From an optimization exercise on the open Yosys and OpenROAD flow, aimed at small area; shortcuts taken in it are not production practice.
The RTL was checked by simulation tests, not by an equivalence proof against the original design.
Power and IR drop assume default switching activity.

// uSFFT
module uSFFT #(
    parameter BITWIDTH = 8,
    parameter BINPUT = 2
) (
    input wire iClk,
    input wire iRstN,
    input wire loadW,
    input wire iClr,
    input wire iAReal0,
    input wire iAImg0,
    input wire iAReal1,
    input wire iAImg1,
    input wire iBReal0,
    input wire iBImg0,
    input wire iBReal1,
    input wire iBImg1,
    input wire [BITWIDTH-1:0] iwReal,
    input wire [BITWIDTH-1:0] iwImg,
    output wire oCReal0,
    output wire oCImg0,
    output wire oCReal1,
    output wire oCImg1,
    output wire oDReal0,
    output wire oDImg0,
    output wire oDReal1,
    output wire oDImg1
);
Settings: LEC_CHECK=0, CAP_MARGIN=20, CORE_MARGIN=2, CORE_UTILIZATION=40, GPL_TIMING_DRIVEN=0, SLEW_MARGIN=20; clock period 4.0 ns.
standard.sh (not shown) runs the stock make flow with config.mk's settings and CLKGATE_MAP_FILE= SYNTH_SCRIPT=/design/flow/synth_recipe.tcl, a recipe that flattens the netlist after the stock synthesis.
==> flow/flow/run.sh <==
#!/bin/bash
# Own layout flow: the standard flow (standard.sh) with two changes.
#  - Synthesis maps the logic with an area-oriented ABC script (area.abc)
#    instead of ORFS's delay-oriented one, and without ORFS's pre-mapping
#    of full/half adders, so ABC sees all of the logic.
#  - The ports are buffered with the smallest buffer, buf_1.
#  - CTS builds the clock tree from clkbuf_8 without dummy loads.
# Everything else (the synthesis passes, register names, floorplan, power
# grid, placement, CTS, routing) is the standard flow.
set -euo pipefail
W=$(pwd)
F=$W/flow

# The standard flow's synthesis script, with its abc call given our script
{
  head -n 1 synth_recipe.tcl
  cat <<TCL
proc abc {args} {
  set i [lsearch \$args -script]
  if {\$i >= 0} {
    set args [lreplace \$args \$i [expr {\$i + 1}] -script $F/area.abc]
  }
  yosys abc {*}\$args
}
TCL
  tail -n +2 synth_recipe.tcl
} > own_synth.tcl

CTS="-sink_clustering_enable -repair_clock_nets -dont_use_dummy_load"
CTS="$CTS -sink_clustering_size 20 -sink_clustering_max_diameter 60"
CTS="$CTS -buf_list sky130_fd_sc_hd__clkbuf_8"

sed -e "s#SYNTH_SCRIPT=[^ ]*#SYNTH_SCRIPT=$W/own_synth.tcl ADDER_MAP_FILE= 'BUFFER_PORTS_ARGS=-buffer_cell sky130_fd_sc_hd__buf_1' 'CTS_ARGS=$CTS'#" \
  standard.sh > own_standard.sh

bash own_standard.sh > own_flow.log 2>&1
==> flow/flow/area.abc <==
strash
dch -f
amap
topo
Next try:
==> flow/flow/area.abc (replaced) <==
&get -n
&st
&dch
&nf -a
&put
- CTS_BUF_LIST: unset -> sky130_fd_sc_hd__clkbuf_8
- CTS_CLUSTER_DIAMETER: unset -> 60
- CTS_CLUSTER_SIZE: unset -> 20
- GPL_TIMING_DRIVEN: 0 -> unset
Outcome: The new run completed with no timing, DRC or antenna violations. Power shrinks by 18%. Routed wire length decreases by 5.9%. Die area grows by 1.5%. Synthesized area went up by 1.6%. Count of clock-buffer cells in the layout stays the same. Combinational power went down by 29%. Design area increases by 2.9%. Clock skew climbs by 0.0082 ns. Worst setup slack gets worse by 0.059 ns. Sequential cell count does not change.

========
The RTL this note starts from:
==> flow/design.v <==
module uSADD (
    input wire iClk,
    input wire iRstN,
    input wire iA,
    input wire iB,
    output reg oC
);
    reg acc0;
    always@(posedge iClk or negedge iRstN) begin
        if(~iRstN) begin
            acc0 <= 1'b0;
            oC <= 1'b0;
        end else begin
            acc0 <= acc0 ^ iA ^ iB;
            oC <= (acc0 & iA) | (acc0 & iB) | (iA & iB);
        end
    end
endmodule
module uSSUB (
    input wire iClk,
    input wire iRstN,
    input wire iBiZero,
    input wire iA,
    input wire iB,
    output reg oAdd,
    output reg oSub
);
    reg acc0;
    wire sub0 = acc0 ^ iBiZero;
    wire iBn = ~iB;
    always@(posedge iClk or negedge iRstN) begin
        if(~iRstN) begin
            acc0 <= 1'b0;
            oAdd <= 1'b0;
            oSub <= 1'b0;
        end else begin
            acc0 <= acc0 ^ iA ^ iB;
            oAdd <= (acc0 & iA) | (acc0 & iB) | (iA & iB);
            oSub <= (sub0 & iA) | (sub0 & iBn) | (iA & iBn);
        end
    end
endmodule
module uMUL_bi (
    input wire iClk,
    input wire iRstN,
    input wire iClr,
    input wire iA,
    input wire [2:0] iT,
    input wire [7:0] iwReal,
    input wire [7:0] iwImg,
    output wire oMultReal,
    output wire oMultImg
);
    reg [8:0] nBot;
    reg [8:3] nTopHi;
    wire [2:0] nTopLo = iT[2:0] - nBot[2:0];
    wire [8:0] nTop = {nTopHi, nTopLo};
    wire [8:0] n = iA ? nBot : nTop;
    wire [7:0] g = n[7:0] ^ n[8:1];
    always@(posedge iClk or negedge iRstN) begin
        if(~iRstN) begin
            nBot <= 9'd0;
            nTopHi <= 6'd0;
        end else begin
            if(iClr) begin
                nBot <= 9'd0;
                nTopHi <= 6'd0;
            end else begin
                nBot <= nBot + {8'd0, iA};
                nTopHi <= nTopHi + {5'd0, ~iA & (&nTopLo)};
            end
        end
    end
    wire [8:0] cR;
    wire [8:0] cI;
    assign cR[8] = 1'b0;
    assign cI[8] = 1'b0;
    genvar i;
    generate
        for (i = 0; i < 8; i = i + 1) begin : g_cmp
            assign cR[i] = (iwReal[7-i] & ~g[i]) | (cR[i+1] & (iwReal[7-i] | ~g[i]));
            assign cI[i] = (iwImg[7-i] & ~g[i]) | (cI[i+1] & (iwImg[7-i] | ~g[i]));
        end
    endgenerate
    assign oMultReal = ~(iA ^ cR[0]);
    assign oMultImg = ~(iA ^ cI[0]);
endmodule
module uButterfly (
    input wire iClk,
    input wire iRstN,
    input wire iClr,
    input wire iBiZero,
    input wire [2:0] iT,
    input wire iReal0,
    input wire iImg0,
    input wire iReal1,
    input wire iImg1,
    input wire [7:0] iwReal,
    input wire [7:0] iwImg,
    output wire oReal0,
    output wire oImg0,
    output wire oReal1,
    output wire oImg1
);
    wire eq_Real1_x_wReal;
    wire eq_Real1_x_wImg;
    wire eq_Img1_x_wReal;
    wire eq_Img1_x_wImg;
    wire scalerReal0;
    wire scalerImg0;
    wire real_eq;
    wire img_eq;
    uMUL_bi u_uMUL_bi_Real1 (
        .iClk(iClk),
        .iRstN(iRstN),
        .iClr(iClr),
        .iA(iReal1),
        .iT(iT),
        .iwReal(iwReal),
        .iwImg(iwImg),
        .oMultReal(eq_Real1_x_wReal),
        .oMultImg(eq_Real1_x_wImg)
    );
    uMUL_bi u_uMUL_bi_Img1 (
        .iClk(iClk),
        .iRstN(iRstN),
        .iClr(iClr),
        .iA(iImg1),
        .iT(iT),
        .iwReal(iwReal),
        .iwImg(iwImg),
        .oMultReal(eq_Img1_x_wReal),
        .oMultImg(eq_Img1_x_wImg)
    );
    uSSUB u_uSSUB_realeq (
        .iClk(iClk),
        .iRstN(iRstN),
        .iBiZero(iBiZero),
        .iA(eq_Real1_x_wReal),
        .iB(eq_Img1_x_wImg),
        .oAdd(),
        .oSub(real_eq)
    );
    uSADD u_uSADD_imgeq (
        .iClk(iClk),
        .iRstN(iRstN),
        .iA(eq_Real1_x_wImg),
        .iB(eq_Img1_x_wReal),
        .oC(img_eq)
    );
    uSADD u_uSADD_scalerReal (
        .iClk(iClk),
        .iRstN(iRstN),
        .iA(iReal0),
        .iB(iBiZero),
        .oC(scalerReal0)
    );
    uSADD u_uSADD_scalerImg (
        .iClk(iClk),
        .iRstN(iRstN),
        .iA(iImg0),
        .iB(iBiZero),
        .oC(scalerImg0)
    );
    uSSUB u_uSSUB_oReal (
        .iClk(iClk),
        .iRstN(iRstN),
        .iBiZero(iBiZero),
        .iA(scalerReal0),
        .iB(real_eq),
        .oAdd(oReal0),
        .oSub(oReal1)
    );
    uSSUB u_uSSUB_oImg (
        .iClk(iClk),
        .iRstN(iRstN),
        .iBiZero(iBiZero),
        .iA(scalerImg0),
        .iB(img_eq),
        .oAdd(oImg0),
        .oSub(oImg1)
    );
endmodule
module uSFFT #(
    parameter BITWIDTH = 8,
    parameter BINPUT = 2
) (
    input wire iClk,
    input wire iRstN,
    input wire loadW,
    input wire iClr,
    input wire iAReal0,
    input wire iAImg0,
    input wire iAReal1,
    input wire iAImg1,
    input wire iBReal0,
    input wire iBImg0,
    input wire iBReal1,
    input wire iBImg1,
    input wire [BITWIDTH-1:0] iwReal,
    input wire [BITWIDTH-1:0] iwImg,
    output wire oCReal0,
    output wire oCImg0,
    output wire oCReal1,
    output wire oCImg1,
    output wire oDReal0,
    output wire oDImg0,
    output wire oDReal1,
    output wire oDImg1
);
    reg [7:0] wReal;
    reg [7:0] wImg;
    reg biZero;
    reg [2:0] cycT;  
    always@(posedge iClk or negedge iRstN) begin
        if(~iRstN) begin
            wReal <= 8'd0;
            wImg <= 8'd0;
        end else begin
            if(loadW) begin
                wReal <= iwReal;
                wImg <= iwImg;
            end
        end
    end
    always@(posedge iClk or negedge iRstN) begin
        if(~iRstN) begin
            biZero <= 1'b0;
        end else begin
            biZero <= ~biZero;
        end
    end
    always@(posedge iClk or negedge iRstN) begin
        if(~iRstN) begin
            cycT <= 3'd0;
        end else begin
            if(iClr) begin
                cycT <= 3'd0;
            end else begin
                cycT <= cycT + 3'd1;
            end
        end
    end
    wire mid1_Real0;
    wire mid1_Img0;
    wire mid1_Real1;
    wire mid1_Img1;
    wire mid2_Real0;
    wire mid2_Img0;
    wire mid2_Real1;
    wire mid2_Img1;
    uButterfly u_uButterfly_in1 (
        .iClk(iClk), .iRstN(iRstN), .iClr(iClr), .iBiZero(biZero), .iT(cycT),
        .iReal0(iAReal0), .iImg0(iAImg0), .iReal1(iAReal1), .iImg1(iAImg1),
        .iwReal(wReal), .iwImg(wImg),
        .oReal0(mid1_Real0), .oImg0(mid1_Img0), .oReal1(mid1_Real1), .oImg1(mid1_Img1)
    );
    uButterfly u_uButterfly_in2 (
        .iClk(iClk), .iRstN(iRstN), .iClr(iClr), .iBiZero(biZero), .iT(cycT),
        .iReal0(iBReal0), .iImg0(iBImg0), .iReal1(iBReal1), .iImg1(iBImg1),
        .iwReal(wReal), .iwImg(wImg),
        .oReal0(mid2_Real0), .oImg0(mid2_Img0), .oReal1(mid2_Real1), .oImg1(mid2_Img1)
    );
    uButterfly u_uButterfly_out13 (
        .iClk(iClk), .iRstN(iRstN), .iClr(iClr), .iBiZero(biZero), .iT(cycT),
        .iReal0(mid1_Real0), .iImg0(mid1_Img0), .iReal1(mid2_Real0), .iImg1(mid2_Img0),
        .iwReal(wReal), .iwImg(wImg),
        .oReal0(oCReal0), .oImg0(oCImg0), .oReal1(oCReal1), .oImg1(oCImg1)
    );
    uButterfly u_uButterfly_out24 (
        .iClk(iClk), .iRstN(iRstN), .iClr(iClr), .iBiZero(biZero), .iT(cycT),
        .iReal0(mid1_Real1), .iImg0(mid1_Img1), .iReal1(mid2_Real1), .iImg1(mid2_Img1),
        .iwReal(wReal), .iwImg(wImg),
        .oReal0(oDReal0), .oImg0(oDImg0), .oReal1(oDReal1), .oImg1(oDImg1)
    );
endmodule
==> flow/config.mk <==
export PLATFORM = sky130hd
export DESIGN_NAME = uSFFT
export DESIGN_NICKNAME = uSFFT
export VERILOG_FILES = /design/flow/design.v
export SDC_FILE = /design/flow/constraint.sdc
export NUM_CORES = 4
export LEC_CHECK = 0
export CAP_MARGIN = 20
export CORE_MARGIN = 2
export CORE_UTILIZATION = 40
export SLEW_MARGIN = 20
==> flow/constraint.sdc <==
create_clock -name core_clock -period 4.0 [get_ports {iClk}]
set_input_delay 0.8000 -clock core_clock [delete_from_list [all_inputs] [get_ports {iClk}]]
set_output_delay 0.8000 -clock core_clock [all_outputs]
set_load 0.01 [all_outputs]
==> flow/flow/run.sh <==
#!/bin/bash
# Own layout flow: the standard flow (standard.sh) with these changes.
#  - Synthesis maps the logic with an area-oriented ABC script (area.abc)
#    instead of ORFS's delay-oriented one, and without ORFS's pre-mapping
#    of full/half adders, so ABC sees all of the logic.
#  - The ports are buffered with the smallest buffer, buf_1.
#  - CTS builds the clock tree from clkbuf_16 without dummy loads.
# Everything else (the synthesis passes, register names, floorplan, power
# grid, placement, CTS, routing) is the standard flow.
set -euo pipefail
W=$(pwd)
F=$W/flow

# The standard flow's synthesis script, with its abc call given our script
{
  head -n 1 synth_recipe.tcl
  cat <<TCL
proc abc {args} {
  set i [lsearch \$args -script]
  if {\$i >= 0} {
    set args [lreplace \$args \$i [expr {\$i + 1}] -script $F/area.abc]
  }
  yosys abc {*}\$args
}
TCL
  tail -n +2 synth_recipe.tcl
} > own_synth.tcl

CTS="-sink_clustering_enable -repair_clock_nets -dont_use_dummy_load"
CTS="$CTS -sink_clustering_size 30 -sink_clustering_max_diameter 80"
CTS="$CTS -buf_list sky130_fd_sc_hd__clkbuf_16"

sed -e "s#SYNTH_SCRIPT=[^ ]*#SYNTH_SCRIPT=$W/own_synth.tcl ADDER_MAP_FILE= 'BUFFER_PORTS_ARGS=-buffer_cell sky130_fd_sc_hd__buf_1' 'CTS_ARGS=$CTS'#" \
  standard.sh > own_standard.sh

bash own_standard.sh > own_flow.log 2>&1
==> flow/flow/area.abc <==
strash
dch -f
amap
topo
The starting point finished clean.
Edit:
--- a/flow/flow/run.sh
+++ b/flow/flow/run.sh
@@ -5,5 +5,5 @@
 #    of full/half adders, so ABC sees all of the logic.
 #  - The ports are buffered with the smallest buffer, buf_1.
-#  - CTS builds the clock tree from clkbuf_16 without dummy loads.
+#  - CTS builds the clock tree from clkbuf_8 without dummy loads.
 # Everything else (the synthesis passes, register names, floorplan, power
 # grid, placement, CTS, routing) is the standard flow.
@@ -28,6 +28,6 @@
 
 CTS="-sink_clustering_enable -repair_clock_nets -dont_use_dummy_load"
-CTS="$CTS -sink_clustering_size 30 -sink_clustering_max_diameter 80"
-CTS="$CTS -buf_list sky130_fd_sc_hd__clkbuf_16"
+CTS="$CTS -sink_clustering_size 10 -sink_clustering_max_diameter 40"
+CTS="$CTS -buf_list sky130_fd_sc_hd__clkbuf_8"
 
 sed -e "s#SYNTH_SCRIPT=[^ ]*#SYNTH_SCRIPT=$W/own_synth.tcl ADDER_MAP_FILE= 'BUFFER_PORTS_ARGS=-buffer_cell sky130_fd_sc_hd__buf_1' 'CTS_ARGS=$CTS'#" \
--- a/flow/config.mk
+++ b/flow/config.mk
@@ -8,4 +8,4 @@
 export CAP_MARGIN = 20
 export CORE_MARGIN = 2
-export CORE_UTILIZATION = 40
+export CORE_UTILIZATION = 80
 export SLEW_MARGIN = 20
Final area is lower by a few percent.
Global-route usage went up by 21 points.
Clock-buffer cell count is unchanged.
Worst setup slack got worse by 0.11 ns.
Edit:
--- a/flow/flow/run.sh
+++ b/flow/flow/run.sh
@@ -1,9 +1,9 @@
 #!/bin/bash
-# Own layout flow: the standard flow (standard.sh) with these changes.
+# Own layout flow: the standard flow (standard.sh) with two changes.
 #  - Synthesis maps the logic with an area-oriented ABC script (area.abc)
 #    instead of ORFS's delay-oriented one, and without ORFS's pre-mapping
 #    of full/half adders, so ABC sees all of the logic.
 #  - The ports are buffered with the smallest buffer, buf_1.
-#  - CTS builds the clock tree from clkbuf_8 without dummy loads.
+#  - CTS builds the clock tree from clkbuf_16 without dummy loads.
 # Everything else (the synthesis passes, register names, floorplan, power
 # grid, placement, CTS, routing) is the standard flow.
@@ -28,6 +28,6 @@
 
 CTS="-sink_clustering_enable -repair_clock_nets -dont_use_dummy_load"
-CTS="$CTS -sink_clustering_size 10 -sink_clustering_max_diameter 40"
-CTS="$CTS -buf_list sky130_fd_sc_hd__clkbuf_8"
+CTS="$CTS -sink_clustering_size 20 -sink_clustering_max_diameter 60"
+CTS="$CTS -buf_list sky130_fd_sc_hd__clkbuf_16"
 
 sed -e "s#SYNTH_SCRIPT=[^ ]*#SYNTH_SCRIPT=$W/own_synth.tcl ADDER_MAP_FILE= 'BUFFER_PORTS_ARGS=-buffer_cell sky130_fd_sc_hd__buf_1' 'CTS_ARGS=$CTS'#" \
--- a/flow/config.mk
+++ b/flow/config.mk
@@ -8,4 +8,4 @@
 export CAP_MARGIN = 20
 export CORE_MARGIN = 2
-export CORE_UTILIZATION = 80
+export CORE_UTILIZATION = 40
 export SLEW_MARGIN = 20
Result: The new run completed with no timing, DRC or antenna violations. Final cell count rises by roughly a tenth. Total power grows by a few percent. First-iteration DRC count fell by well over a third. Die area goes up by well over a third. Critical path depth stays the same. Global-route usage goes down by 21 points. Setup slack improved by 0.11 ns. Design area grows by a few percent. Wire length fell by a few percent.

-- what the ideal ports hide --
In the flow no input, the clock included, has a driving cell. The finished layouts below were timed again as built, in two steps.
Step 1 (the two cells are an assumption about what drives the block):
set clk [get_ports {iClk}]
set_driving_cell -lib_cell sky130_fd_sc_hd__clkbuf_16 $clk
set_driving_cell -lib_cell sky130_fd_sc_hd__buf_2 [delete_from_list [all_inputs] $clk]
Step 2 moves the port delays by t, midway between the first and last clock arrival at a register: inputs arrive t later, outputs are due t later. That takes back most of the time a late clock gives input paths.
Slacks: ideal / step 1 / step 2; pairs: ideal / step 1.
run	t (ns)	setup WS [ns]	worst setup path at the end
the first run of note 1	0.512	0.293 / 0.293 / -0.163	input to register
the second run of note 1	0.504	0.235 / 0.235 / -0.101	input to register
the first run of note 2	0.486	0.443 / 0.443 / 0.290	input to register
the second run of note 2	0.504	0.337 / 0.337 / 0.046	input to register
the third run of note 2	0.486	0.443 / 0.443 / 0.290	input to register
With both steps, setup timing fails in the first run of note 1 and the second run of note 1, where it was met with ideal ports. The setup slack of the first run of note 1, which loses most, moves by 0.000 ns with the drivers and by -0.456 ns with both steps.
